Context: an optimization exercise on an open-source flow, tuned for small area. The choices shown serve that exercise and are no tape-out recipe.
Function was checked by simulation only, so behaviour that the tests miss may differ from the original.

==> exp/delta <==
## Sudoku_Solver
module Sudoku_Solver
	#(parameter p_CLKs_PB = 16)  
	(input i_Clk,
	 input i_Rx_UART,
	 input i_Switch_1,
	 output logic o_Tx_UART);
==> module Sudoku_Solver, before the edit <==
module Sudoku_Solver
	#(parameter p_CLKs_PB = 16)  
	(input i_Clk,
	 input i_Rx_UART,
	 input i_Switch_1,
	 output logic o_Tx_UART);
	localparam [1:0] INIT = 2'd0, RX = 2'd1, SOLVE = 2'd2, TX = 2'd3;
	wire rst = i_Switch_1;
	logic [323:0] ring;
	wire [3:0] head = ring[323:320];
	logic [1:0] p_ci, p_cb, p_ri, p_rb;  
	logic [1:0] t_ci, t_cb, t_ri, t_rb;  
	logic [8:0] mask;                    
	logic       s;                       
	logic [1:0] ph;
	logic       f;
	logic       busy;                    
	logic       pend;                    
	logic [3:0] timer, idx, data;
	wire tick = &timer;
	wire last = p_rb[1] & p_ri[1] & p_cb[1] & p_ci[1];
	wire e_rb = p_rb == t_rb;
	wire e_ri = p_ri == t_ri;
	wire e_cb = p_cb == t_cb;
	wire e_ci = p_ci == t_ci;
	wire row  = e_rb & e_ri;
	wire col  = e_cb & e_ci;
	wire peer = row | col | (e_rb & e_cb);
	wire at_t = row & col;
	wire empty = head == 4'd0;
	wire unset = head == 4'd15;
	logic [8:0] oh;
	always_comb
		for (int i = 0; i < 9; i++)
			oh[i] = head == 4'(i + 1);
	wire [8:0] z = ~mask;
	wire single = (z & (z - 9'd1)) == 9'd0;
	wire [3:0] digit = {z[7] | z[8],
			    z[3] | z[4] | z[5] | z[6],
			    z[1] | z[2] | z[5] | z[6],
			    z[0] | z[2] | z[4] | z[6] | z[8]};
	logic special;
	always_comb
		case (ph)
			RX:      special = unset;
			SOLVE:   special = empty;
			default: special = !empty;
		endcase
	wire tx_go    = ph == TX & !busy & f & !empty;
	wire rx_start = !ph[1] & !busy & tick & !i_Rx_UART;
	logic       wr;
	logic [3:0] wval;
	always_comb
		case (ph)
			INIT:  begin wr = 1'b1;                  wval = 4'd15; end
			RX:    begin wr = pend & f & unset;      wval = data;  end
			SOLVE: begin wr = s & at_t & single;     wval = digit; end
			TX:    begin wr = tx_go;                 wval = 4'd0;  end
		endcase
	always_ff @(posedge i_Clk)
		ring <= {ring[319:0], wr ? wval : head};
	always_ff @(posedge i_Clk) begin
		p_ci <= p_ci[1] ? 2'd0 : p_ci + 2'd1;
		if (p_ci[1]) begin
			p_cb <= p_cb[1] ? 2'd0 : p_cb + 2'd1;
			if (p_cb[1]) begin
				p_ri <= p_ri[1] ? 2'd0 : p_ri + 2'd1;
				if (p_ri[1])
					p_rb <= p_rb[1] ? 2'd0 : p_rb + 2'd1;
			end
		end
		f <= last | (f & !special);
		if (last && ph != TX && (ph == INIT || (f && !special)))
			ph <= ph + 2'd1;
		s <= ph == SOLVE & (s ? !at_t : empty);
		if (!s)
			{t_rb, t_ri, t_cb, t_ci} <= {p_rb, p_ri, p_cb, p_ci};
		mask <= s ? (mask | (peer ? oh : 9'd0)) : 9'd0;
		timer <= timer + 4'd1;
		if (rx_start) begin
			busy <= 1'b1;
			idx <= 4'd1;
		end else if (tx_go) begin
			busy <= 1'b1;
			idx <= 4'd15;
		end else if (tick && busy) begin
			idx <= idx + 4'd1;
			if (idx == 4'd9)
				busy <= 1'b0;
		end
		if (tx_go)
			data <= head;
		else if (tick && busy && idx >= 4'd1 && idx <= 4'd4)
			data <= {i_Rx_UART, data[3:1]};
		if (tick && busy && idx == 4'd4)
			pend <= 1'b1;
		else if (wr && ph == RX)
			pend <= 1'b0;
		if (rst) begin
			{p_rb, p_ri, p_cb, p_ci} <= 8'd0;
			ph <= INIT;
			busy <= 1'b0;
			pend <= 1'b0;
			timer <= 4'd0;
		end
	end
	always_comb
		if (!(ph == TX && busy) || idx == 4'd15)
			o_Tx_UART = 1'b1;
		else if (idx >= 4'd1 && idx <= 4'd4)
			o_Tx_UART = data[0];
		else
			o_Tx_UART = idx == 4'd5 || idx == 4'd6 || idx == 4'd9;
endmodule
make LEC_CHECK=0 CAP_MARGIN=40 CORE_MARGIN=2 CORE_UTILIZATION=30 CTS_BUF_LIST=sky130_fd_sc_hd__clkbuf_8 CTS_CLUSTER_DIAMETER=60 CTS_CLUSTER_SIZE=20 PLACE_DENSITY=0.5 SLEW_MARGIN=20 finish   # period 10.0 ns
run.sh (not shown) runs the stock make flow with config.mk's settings and CLKGATE_MAP_FILE= SYNTH_SCRIPT=/design/flow/synth_recipe.tcl, a recipe that flattens the netlist after the stock synthesis.
==> inputs of exp/garnet, as changes to exp/delta <==
==> flow/design.v (replaced) <==
module Sudoku_Solver
	#(parameter p_CLKs_PB = 16)  
	(input i_Clk,
	 input i_Rx_UART,
	 input i_Switch_1,
	 output logic o_Tx_UART);
	wire rst = i_Switch_1;
	logic [323:0] ring;
	wire [3:0] head = ring[323:320];
	logic [1:0] p_ci, p_cb, p_ri, p_rb;  
	logic [1:0] k_ci, k_cb, k_ri, k_rb;  
	logic [1:0] t_ci, t_cb, t_ri, t_rb;  
	logic [8:0] mask;                    
	logic       s;                       
	logic       ph;                      
	logic       busy;                    
	logic       pend;                    
	logic [3:0] timer, idx, data;
	wire tick = &timer;
	wire at_k = {p_rb, p_ri, p_cb, p_ci} == {k_rb, k_ri, k_cb, k_ci};
	wire e_rb = p_rb == t_rb;
	wire e_ri = p_ri == t_ri;
	wire e_cb = p_cb == t_cb;
	wire e_ci = p_ci == t_ci;
	wire row  = e_rb & e_ri;
	wire col  = e_cb & e_ci;
	wire peer = row | col | (e_rb & e_cb);
	wire at_t = row & col;
	wire empty = head == 4'd0;
	logic [8:0] oh;
	always_comb
		for (int i = 0; i < 9; i++)
			oh[i] = head == 4'(i + 1);
	wire [8:0] z = ~mask;
	wire single = (z & (z - 9'd1)) == 9'd0;
	wire [3:0] digit = {z[7] | z[8],
			    z[3] | z[4] | z[5] | z[6],
			    z[1] | z[2] | z[5] | z[6],
			    z[0] | z[2] | z[4] | z[6] | z[8]};
	wire solve_wr = ph & s & at_t & single;
	wire rx_wr    = !ph & pend & at_k;
	wire tx_go    = ph & !busy & at_k & !empty;
	wire rx_start = !ph & !busy & tick & !i_Rx_UART;
	wire k_inc    = rx_wr | tx_go;
	wire k_done   = k_rb == 2'd3;
	always_ff @(posedge i_Clk)
		ring <= {ring[319:0], rx_wr ? data : (head | (solve_wr ? digit : 4'd0))};
	always_ff @(posedge i_Clk) begin
		p_ci <= p_ci[1] ? 2'd0 : p_ci + 2'd1;
		if (p_ci[1]) begin
			p_cb <= p_cb[1] ? 2'd0 : p_cb + 2'd1;
			if (p_cb[1]) begin
				p_ri <= p_ri[1] ? 2'd0 : p_ri + 2'd1;
				if (p_ri[1])
					p_rb <= p_rb[1] ? 2'd0 : p_rb + 2'd1;
			end
		end
		if (k_inc) begin
			k_ci <= k_ci[1] ? 2'd0 : k_ci + 2'd1;
			if (k_ci[1]) begin
				k_cb <= k_cb[1] ? 2'd0 : k_cb + 2'd1;
				if (k_cb[1]) begin
					k_ri <= k_ri[1] ? 2'd0 : k_ri + 2'd1;
					if (k_ri[1])
						k_rb <= k_rb + 2'd1;
				end
			end
		end
		if (!ph && k_done && !busy) begin
			ph <= 1'b1;
			{k_rb, k_ri, k_cb, k_ci} <= 8'd0;
		end
		s <= ph & (s ? !at_t : empty);
		if (!s)
			{t_rb, t_ri, t_cb, t_ci} <= {p_rb, p_ri, p_cb, p_ci};
		mask <= s ? (mask | (peer ? oh : 9'd0)) : 9'd0;
		timer <= timer + 4'd1;
		if (rx_start) begin
			busy <= 1'b1;
			idx <= 4'd1;
		end else if (tx_go) begin
			busy <= 1'b1;
			idx <= 4'd15;
		end else if (tick && busy) begin
			idx <= idx + 4'd1;
			if (idx == 4'd9)
				busy <= 1'b0;
		end
		if (tx_go)
			data <= head;
		else if (tick && busy && idx >= 4'd1 && idx <= 4'd4)
			data <= {i_Rx_UART, data[3:1]};
		if (tick && busy && idx == 4'd4)
			pend <= 1'b1;
		else if (rx_wr)
			pend <= 1'b0;
		if (rst) begin
			{p_rb, p_ri, p_cb, p_ci} <= 8'd0;
			{k_rb, k_ri, k_cb, k_ci} <= 8'd0;
			ph <= 1'b0;
			busy <= 1'b0;
			pend <= 1'b0;
			timer <= 4'd0;
		end
	end
	always_comb
		if (!(ph && busy) || idx == 4'd15)
			o_Tx_UART = 1'b1;
		else if (idx >= 4'd1 && idx <= 4'd4)
			o_Tx_UART = data[0];
		else
			o_Tx_UART = idx == 4'd5 || idx == 4'd6 || idx == 4'd9;
endmodule
Settings changed: CTS_BUF_LIST sky130_fd_sc_hd__clkbuf_8 to sky130_fd_sc_hd__clkbuf_8 sky130_fd_sc_hd__clkbuf_16, CTS_CLUSTER_SIZE 20 to 25.
==> inputs of exp/onyx, as changes to exp/delta <==
==> flow/design.v (replaced) <==
module Sudoku_Solver
	#(parameter p_CLKs_PB = 16)  
	(input i_Clk,
	 input i_Rx_UART,
	 input i_Switch_1,
	 output logic o_Tx_UART);
	localparam [1:0] RX = 2'd0, SOLVE = 2'd1, TX = 2'd2;
	wire rst = i_Switch_1;
	logic [269:0] ring;
	wire [9:0] head = ring[269:260];
	logic [1:0] p_cb, p_ri, p_rb;        
	logic [1:0] t_ci, t_cb, t_ri, t_rb;  
	logic [8:0] mask;                    
	logic       s;                       
	logic [1:0] ph;
	logic       f;
	logic       busy;                    
	logic       pend;                    
	logic [3:0] timer, idx, data;
	function automatic [11:0] dpd_dec(input [9:0] c);
		logic p, q, r, s_, t, u, v, w, x, y;
		{p, q, r, s_, t, u, v, w, x, y} = c;
		if (!v)
			dpd_dec = {1'b0, p, q, r, 1'b0, s_, t, u, 1'b0, w, x, y};
		else case ({w, x})
			2'b00: dpd_dec = {1'b0, p, q, r, 1'b0, s_, t, u, 3'b100, y};
			2'b01: dpd_dec = {1'b0, p, q, r, 3'b100, u, 1'b0, s_, t, y};
			2'b10: dpd_dec = {3'b100, r, 1'b0, s_, t, u, 1'b0, p, q, y};
			default: case ({s_, t})
				2'b00: dpd_dec = {3'b100, r, 3'b100, u, 1'b0, p, q, y};
				2'b01: dpd_dec = {3'b100, r, 1'b0, p, q, u, 3'b100, y};
				2'b10: dpd_dec = {1'b0, p, q, r, 3'b100, u, 3'b100, y};
				default: dpd_dec = {3'b100, r, 3'b100, u, 3'b100, y};
			endcase
		endcase
	endfunction
	function automatic [9:0] dpd_enc(input [11:0] g);
		logic a, b, c, d, e, f_, g_, h, i, j, k, m;
		{a, b, c, d, e, f_, g_, h, i, j, k, m} = g;
		case ({a, e, i})
			3'b000: dpd_enc = {b, c, d, f_, g_, h, 1'b0, j, k, m};
			3'b001: dpd_enc = {b, c, d, f_, g_, h, 3'b100, m};
			3'b010: dpd_enc = {b, c, d, j, k, h, 3'b101, m};
			3'b011: dpd_enc = {b, c, d, 2'b10, h, 3'b111, m};
			3'b100: dpd_enc = {j, k, d, f_, g_, h, 3'b110, m};
			3'b101: dpd_enc = {f_, g_, d, 2'b01, h, 3'b111, m};
			3'b110: dpd_enc = {j, k, d, 2'b00, h, 3'b111, m};
			default: dpd_enc = {2'b00, d, 2'b11, h, 3'b111, m};
		endcase
	endfunction
	wire [11:0] dg = dpd_dec(head);
	wire [3:0] d0 = dg[11:8], d1 = dg[7:4], d2 = dg[3:0];
	wire z0 = d0 == 4'd0, z1 = d1 == 4'd0, z2 = d2 == 4'd0;
	wire tick = &timer;
	wire last = p_rb[1] & p_ri[1] & p_cb[1];
	wire e_rb = p_rb == t_rb;
	wire e_ri = p_ri == t_ri;
	wire e_cb = p_cb == t_cb;
	wire row  = e_rb & e_ri;
	wire at_t = row & e_cb;
	logic [1:0] r;
	wire [1:0] rsel = ph == TX ? (!z0 ? 2'd0 : !z1 ? 2'd1 : 2'd2) : r;
	logic [3:0] dr;
	always_comb
		case (rsel)
			2'd0:    dr = d0;
			2'd1:    dr = d1;
			default: dr = d2;
		endcase
	logic zj;
	always_comb
		case (t_ci)
			2'd0:    zj = z0;
			2'd1:    zj = z1;
			2'd2:    zj = z2;
			default: zj = 1'b0;
		endcase
	function automatic [8:0] onehot(input [3:0] d);
		for (int n = 0; n < 9; n++)
			onehot[n] = d == 4'(n + 1);
	endfunction
	wire peer = !s | row | (e_rb & e_cb) | (e_cb & r == t_ci);
	wire [8:0] seen = peer ? onehot(dr) : 9'd0;
	wire [8:0] zm = ~mask;
	wire single = (zm & (zm - 9'd1)) == 9'd0;
	wire [3:0] digit = {zm[7] | zm[8],
			    zm[3] | zm[4] | zm[5] | zm[6],
			    zm[1] | zm[2] | zm[5] | zm[6],
			    zm[0] | zm[2] | zm[4] | zm[6] | zm[8]};
	wire any_z  = z0 | z1 | z2;
	wire any_nz = !(z0 & z1 & z2);
	wire special = ph == SOLVE ? any_z : any_nz;
	wire tx_go    = ph == TX & !busy & f & any_nz;
	wire rx_start = ph == RX & !busy & tick & !i_Rx_UART;
	wire rx_wr    = ph == RX & pend & at_t;
	wire done_t   = at_t & r[1];
	wire s_next   = ph == SOLVE & (s ? !done_t : zj);
	logic       wr;
	logic [1:0] wsel;
	logic [3:0] wval;
	always_comb begin
		wsel = t_ci;
		case (ph)
			RX:      begin wr = rx_wr;                wval = data;  end
			SOLVE:   begin wr = s & done_t & single;  wval = digit; end
			default: begin wr = tx_go;                wval = 4'd0;
				       wsel = !z0 ? 2'd0 : !z1 ? 2'd1 : 2'd2; end
		endcase
	end
	wire [3:0] n0 = wr && wsel == 2'd0 ? wval : d0;
	wire [3:0] n1 = wr && wsel == 2'd1 ? wval : d1;
	wire [3:0] n2 = wr && wsel == 2'd2 ? wval : d2;
	always_ff @(posedge i_Clk)
		ring <= {ring[259:0], dpd_enc({n0, n1, n2})};
	always_ff @(posedge i_Clk) begin
		p_cb <= p_cb[1] ? 2'd0 : p_cb + 2'd1;
		if (p_cb[1]) begin
			p_ri <= p_ri[1] ? 2'd0 : p_ri + 2'd1;
			if (p_ri[1])
				p_rb <= p_rb[1] ? 2'd0 : p_rb + 2'd1;
		end
		f <= last | (f & !special);
		case (ph)
			RX: begin
				if (rx_wr) begin
					t_ci <= t_ci[1] ? 2'd0 : t_ci + 2'd1;
					if (t_ci[1]) begin
						t_cb <= t_cb[1] ? 2'd0 : t_cb + 2'd1;
						if (t_cb[1]) begin
							t_ri <= t_ri[1] ? 2'd0 : t_ri + 2'd1;
							if (t_ri[1])
								t_rb <= t_rb + 2'd1;
						end
					end
				end
				if (t_rb == 2'd3)
					ph <= SOLVE;
			end
			SOLVE: begin
				if (!s)
					{t_rb, t_ri, t_cb} <= {p_rb, p_ri, p_cb};
				if (last && !s_next)
					t_ci <= t_ci[1] ? 2'd0 : t_ci + 2'd1;
				if (last && f && !special && !busy)
					ph <= TX;
			end
			default: ;
		endcase
		s <= s_next;
		if (!s_next)
			r <= 2'd2;
		else if (!s)
			r <= 2'd0;
		else if (at_t)
			r <= r + 2'd1;
		mask <= (s ? mask : 9'd0) | seen;
		timer <= timer + 4'd1;
		if (rx_start) begin
			busy <= 1'b1;
			idx <= 4'd1;
		end else if (tx_go) begin
			busy <= 1'b1;
			idx <= 4'd15;
		end else if (tick && busy) begin
			idx <= idx + 4'd1;
			if (idx == 4'd9)
				busy <= 1'b0;
		end
		if (tx_go)
			data <= dr;
		else if (tick && busy && idx >= 4'd1 && idx <= 4'd4)
			data <= {i_Rx_UART, data[3:1]};
		if (tick && busy && idx == 4'd4)
			pend <= 1'b1;
		else if (rx_wr)
			pend <= 1'b0;
		if (rst) begin
			{p_rb, p_ri, p_cb} <= 6'd0;
			{t_rb, t_ri, t_cb, t_ci} <= 8'd0;
			ph <= RX;
			busy <= 1'b0;
			pend <= 1'b0;
			timer <= 4'd0;
		end
	end
	always_comb
		if (!(ph == TX && busy) || idx == 4'd15)
			o_Tx_UART = 1'b1;
		else if (idx >= 4'd1 && idx <= 4'd4)
			o_Tx_UART = data[0];
		else
			o_Tx_UART = idx == 4'd5 || idx == 4'd6 || idx == 4'd9;
endmodule
==> inputs of exp/yarrow, as changes to exp/delta <==
Settings changed: ABC_AREA from default to 1.
==> run summary <==
fmax 0.221 GHz; grt peak-use layer met2; RD Place Congestion 0.782; status finished clean; Inserted Clock Buffers 22; Synth Cell Area 0.00895 sq mm
the above is filed under exp/garnet

==> run summary <==
Inserted Clock Buffers 24; fmax 0.220 GHz; status finished clean; grt peak-use layer met2; Synth Cell Area 0.00866 sq mm; RD Place Congestion 0.794; hold path startpoint ring[51]
the above is filed under exp/delta

==> run summary <==
RD Place Congestion 0.812; Synth Cell Area 0.00872 sq mm; crit-path max FO 5; unrepaired setup endpoints after global routing no; Hold Path End ring[174]; pre-CTS setup slack 6240 ps; class of the worst hold path register to register; RR Endpoint data[2]; max-slew violation count 0; status finished clean; Inserted Clock Buffers 24; Startpoint Class register
the above is filed under exp/yarrow

==> run summary <==
status finished clean; RD Place Congestion 0.830; Inserted Clock Buffers 21; CP cell instances inv_1, ha_1, inv_1, a221oi_1, mux2i_1, nand4_1, clkdlybuf4s50_1; fmax 0.221 GHz; grt peak-use layer met2; Resize count post-CTS 0; Commonest cells post-synth dfxtp_1 (309), nor2_1 (44), nand2_1 (37), inv_1 (15), o21ai_0 (15); Synth Cell Area 0.00865 sq mm
the above is filed under exp/onyx

re-timing with driven ports:
No port has a modelled driver above. Below, the same layouts with a new extraction and two added sets of constraints. Step 1 assumes that a clkbuf_16 drives the clock port and a buf_2 every other input. Step 2 times the ports against the registers' clock, not the clock port: input delays grow and output delays shrink by t, the midpoint of the rising clock arrivals with the driver on. Slacks: ideal / step 1 / step 2; pairs: ideal / step 1.
run	shift t [ns]	setup slack, ns	clock arrival spread, ns
exp/delta	0.573	5.460 / 5.423 / 5.996	0.015 / 0.015
exp/garnet	0.562	5.466 / 5.420 / 5.982	0.018 / 0.019
exp/onyx	0.562	5.468 / 5.429 / 5.992	0.021 / 0.021
exp/yarrow	0.585	5.638 / 5.599 / 6.183	0.050 / 0.051
After both steps setup and hold are still met in every run listed.
